This is an optimization exercise on Yosys and OpenROAD, whose aim is small area and a short achievable clock period, not a production implementation.
RTL that was checked went through simulation tests only; none was proved equivalent to the original.
No activity file was given, so power comes from the tool's default toggle rates.

==> flow/design.v (excerpt) <==
module SIMD(clk,rst,opcode,funct3,funct7,rd_data1,rd_data2,rd_data3,w_add,immed,instrc_add,wr_add,wr_data);
For scale: about 1300 cells after synthesis, roughly 67 flip-flops, roughly 110 I/O pins, ~12000 um^2 of cells after synthesis.
Settings: LEC_CHECK=0, CAP_MARGIN=20, CORE_MARGIN=2, CORE_UTILIZATION=60, CTS_BUF_LIST=sky130_fd_sc_hd__clkbuf_8, SETUP_SLACK_MARGIN=4.25, SLEW_MARGIN=20, SYNTH_HIERARCHICAL=1, SYNTH_MINIMUM_KEEP_SIZE=0; clock period 10.6 ns.
standard.sh (not shown) runs the stock make flow with config.mk's settings and CLKGATE_MAP_FILE= SYNTH_SCRIPT=/design/flow/synth_recipe.tcl, a recipe that flattens the netlist after the stock synthesis.
==> flow/flow/run.sh <==
#!/bin/bash
# The standard layout with two changes after synthesis (which is the
# standard one, unchanged): the port buffers that placement inserts start as
# buf_1 instead of the default delay buffer, and the resizer may swap a cell
# for one of another footprint.
set -e
bash standard.sh synth > synth.log 2>&1
export BUFFER_PORTS_ARGS="-buffer_cell sky130_fd_sc_hd__buf_1"
bash standard.sh MATCH_CELL_FOOTPRINT=0 finish > layout.log 2>&1
Change:
- CTS_BUF_LIST: sky130_fd_sc_hd__clkbuf_8 -> sky130_fd_sc_hd__clkbuf_8 sky130_fd_sc_hd__clkbuf_16
- SETUP_SLACK_MARGIN: 4.25 -> 4
Result: The new run completed without violations; routed wire length is lower by 4.0%; worst setup slack gets worse by 210 ps; synthesized area stays the same; core utilization fell by 2.8 points; first-iteration DRC count rose by 0.46%.

* * *

SIMD, a different RTL version from the one above (not shown whole).
For scale: about 1400 cells after synthesis, roughly 82 flip-flops, roughly 110 I/O pins, ~0.013 mm2 of cells after synthesis.
Design SIMD, start of the top module:
module SIMD(clk,rst,opcode,funct3,funct7,rd_data1,rd_data2,rd_data3,w_add,immed,instrc_add,wr_add,wr_data);
==> flow/config.mk <==
export PLATFORM = sky130hd
export DESIGN_NAME = SIMD
export DESIGN_NICKNAME = SIMD
export VERILOG_FILES = /design/flow/design.v
export SDC_FILE = /design/flow/constraint.sdc
export NUM_CORES = 4
export LEC_CHECK = 0
export CAP_MARGIN = 20
export CORE_MARGIN = 2
export CORE_UTILIZATION = 40
export SETUP_SLACK_MARGIN = 4
export SLEW_MARGIN = 20
export SYNTH_HIERARCHICAL = 1
export SYNTH_MINIMUM_KEEP_SIZE = 0
==> flow/constraint.sdc <==
create_clock -name core_clock -period 10.6 [get_ports {clk}]
set_input_delay 2.1200 -clock core_clock [delete_from_list [all_inputs] [get_ports {clk}]]
set_output_delay 2.1200 -clock core_clock [all_outputs]
set_load 0.01 [all_outputs]
run.sh (not shown) runs the stock make flow with config.mk's settings and CLKGATE_MAP_FILE= SYNTH_SCRIPT=/design/flow/synth_recipe.tcl, a recipe that flattens the netlist after the stock synthesis.
Stock flow here: none of the scripts above is used.
Then changed:
--- a/flow/config.mk
+++ b/flow/config.mk
@@ -8 +8 @@
-export CAP_MARGIN = 20
+export CAP_MARGIN = 0
@@ -12 +12 @@
-export SLEW_MARGIN = 20
+export SLEW_MARGIN = 0
Effect: Area after synthesis is unchanged; wire length does not change; via count stays the same; register-to-register slack stays flat; flip-flop and latch count does not change; final area is unchanged; non-clock buffer count is unchanged; sequential share of layout area stays the same; maximum frequency stays the same.
Then changed:
--- a/flow/config.mk
+++ b/flow/config.mk
@@ -8 +8 @@
-export CAP_MARGIN = 0
+export CAP_MARGIN = 20
@@ -10 +10 @@
-export CORE_UTILIZATION = 40
+export CORE_UTILIZATION = 65
@@ -12 +12 @@
-export SLEW_MARGIN = 0
+export SLEW_MARGIN = 20
The new run completed without violations.
Utilization came out higher by 29 points.
Setup slack degrades by 4.1 ps.
Total power came out lower by a few percent.
Clock-buffer cell count is unchanged.
Final cell count came out lower by roughly a tenth.
Clock power came out lower by roughly a tenth.
Sequential share of layout area came out higher by 0.36 points.
Die area came out lower by well over a third.
Critical path depth came out lower by 7.
Design area came out lower by a few percent.

* * *

Another version of the RTL of SIMD (not shown whole).
Size in the first run: ~1300 cells after synthesis, ~80 flip-flops, roughly 110 I/O pins, roughly 13000 sq um of cells after synthesis.
Settings: LEC_CHECK=0, CAP_MARGIN=20, CORE_MARGIN=2, CORE_UTILIZATION=60, SETUP_SLACK_MARGIN=5, SLEW_MARGIN=20, SYNTH_HIERARCHICAL=1, SYNTH_MINIMUM_KEEP_SIZE=0; clock period 10.6 ns.
standard.sh (not shown) runs the stock make flow with config.mk's settings and CLKGATE_MAP_FILE= SYNTH_SCRIPT=/design/flow/synth_recipe.tcl, a recipe that flattens the netlist after the stock synthesis.
==> flow/flow/run.sh <==
#!/bin/bash
# The standard layout, with one change: the port buffers that placement
# inserts start as buf_1 instead of the default delay buffer (the resizer
# still sizes them as timing needs). Synthesis is the standard one, unchanged.
set -e
bash standard.sh synth > synth.log 2>&1
export BUFFER_PORTS_ARGS="-buffer_cell sky130_fd_sc_hd__buf_1"
bash standard.sh > layout.log 2>&1
The first run completed with no timing, DRC or antenna violations.
Change:
==> flow/flow/run.sh (replaced) <==
#!/bin/bash
# The standard layout with two changes after synthesis (which is the
# standard one, unchanged): the port buffers that placement inserts start as
# buf_1 instead of the default delay buffer, and the resizer may swap a cell
# for one of another footprint.
set -e
bash standard.sh synth > synth.log 2>&1
export BUFFER_PORTS_ARGS="-buffer_cell sky130_fd_sc_hd__buf_1"
bash standard.sh MATCH_CELL_FOOTPRINT=0 finish > layout.log 2>&1
- PLACE_DENSITY: default -> 0.75
- SETUP_SLACK_MARGIN: 5 -> 4
Effect: The new run finished clean; sequential share of layout area increases by 1.4 points; routed wire length shrinks by roughly a tenth; hold slack is better by 0.010 ns; sequential power went down by a few percent; cell count came out lower by a few percent; setup slack is worse by 0.36 ns.
No run of this note included a check of the RTL's function; only the layout flow was run.

* * *

SIMD with an RTL version that a note above also has.
Size: roughly 1300 cells after synthesis, about 67 flip-flops, about 110 I/O pins.
export LEC_CHECK = 0
export CAP_MARGIN = 20
export CORE_MARGIN = 2
export CORE_UTILIZATION = 60
export CTS_BUF_LIST = sky130_fd_sc_hd__clkbuf_8
export GPL_ROUTABILITY_DRIVEN = 0
export SETUP_SLACK_MARGIN = 4
export SLEW_MARGIN = 20
export SYNTH_HIERARCHICAL = 1
export SYNTH_MINIMUM_KEEP_SIZE = 0
create_clock -name core_clock -period 10.6 [get_ports {clk}]
==> flow/flow/run.sh <==
#!/bin/bash
# The standard layout with two changes after synthesis (which is the
# standard one, unchanged): the port buffers that placement inserts start as
# buf_1 instead of the default delay buffer, and the resizer may swap a cell
# for one of another footprint.
set -e
bash standard.sh synth > synth.log 2>&1
export BUFFER_PORTS_ARGS="-buffer_cell sky130_fd_sc_hd__buf_1"
bash standard.sh MATCH_CELL_FOOTPRINT=0 finish > layout.log 2>&1
The first run completed with no timing, DRC or antenna violations.
Change:
- CTS_BUF_LIST: sky130_fd_sc_hd__clkbuf_8 -> not set
- GPL_ROUTABILITY_DRIVEN: 0 -> not set
After rerunning: The new run completed with no timing, DRC or antenna violations. Final cell count decreases by 0.83%. Maximum frequency hardly moves. Routed wire length barely changes. Synthesized area is unchanged. Sequential share of layout area stays flat.

-- afterwards: timing with drivers on the ports --
No port has a modelled driver above. Below, the same layouts with a new extraction and two added sets of constraints.
Step 1 assumes that a clkbuf_16 drives the clock port and a buf_2 every other input.
Step 2 times the ports against the registers' clock, not the clock port: input delays grow and output delays shrink by t, the midpoint of the rising clock arrivals with the driver on.
Three values: ideal, step 1, step 2; two values: the first two.
run | shift t [ns] | setup WS [ns] | latest minus earliest clock arrival (ns)
the first run of note 1 | 0.405 | 4.291 / 4.320 / 3.915 | 0.021 / 0.021
the second run of note 1 | 0.391 | 4.085 / 4.118 / 3.727 | 0.015 / 0.016
the first run of note 2 | 0.379 | 3.795 / 3.787 / 3.408 | 0.015 / 0.015
the second run of note 2 | 0.379 | 3.795 / 3.787 / 3.408 | 0.015 / 0.015
the third run of note 2 | 0.390 | 3.791 / 3.798 / 3.408 | 0.011 / 0.011
the first run of note 3 | 0.391 | 4.397 / 4.354 / 3.963 | 0.012 / 0.012
the second run of note 3 | 0.386 | 4.040 / 4.059 / 3.674 | 0.011 / 0.011
the first run of note 4 | 0.401 | 4.102 / 4.128 / 3.726 | 0.026 / 0.025
the second run of note 4 | 0.391 | 4.085 / 4.118 / 3.727 | 0.015 / 0.016
After both steps every run listed still meets setup and hold. For the first run of note 3, which loses most, drivers alone change the setup slack by -0.043 ns; drivers and shift together by -0.434 ns.
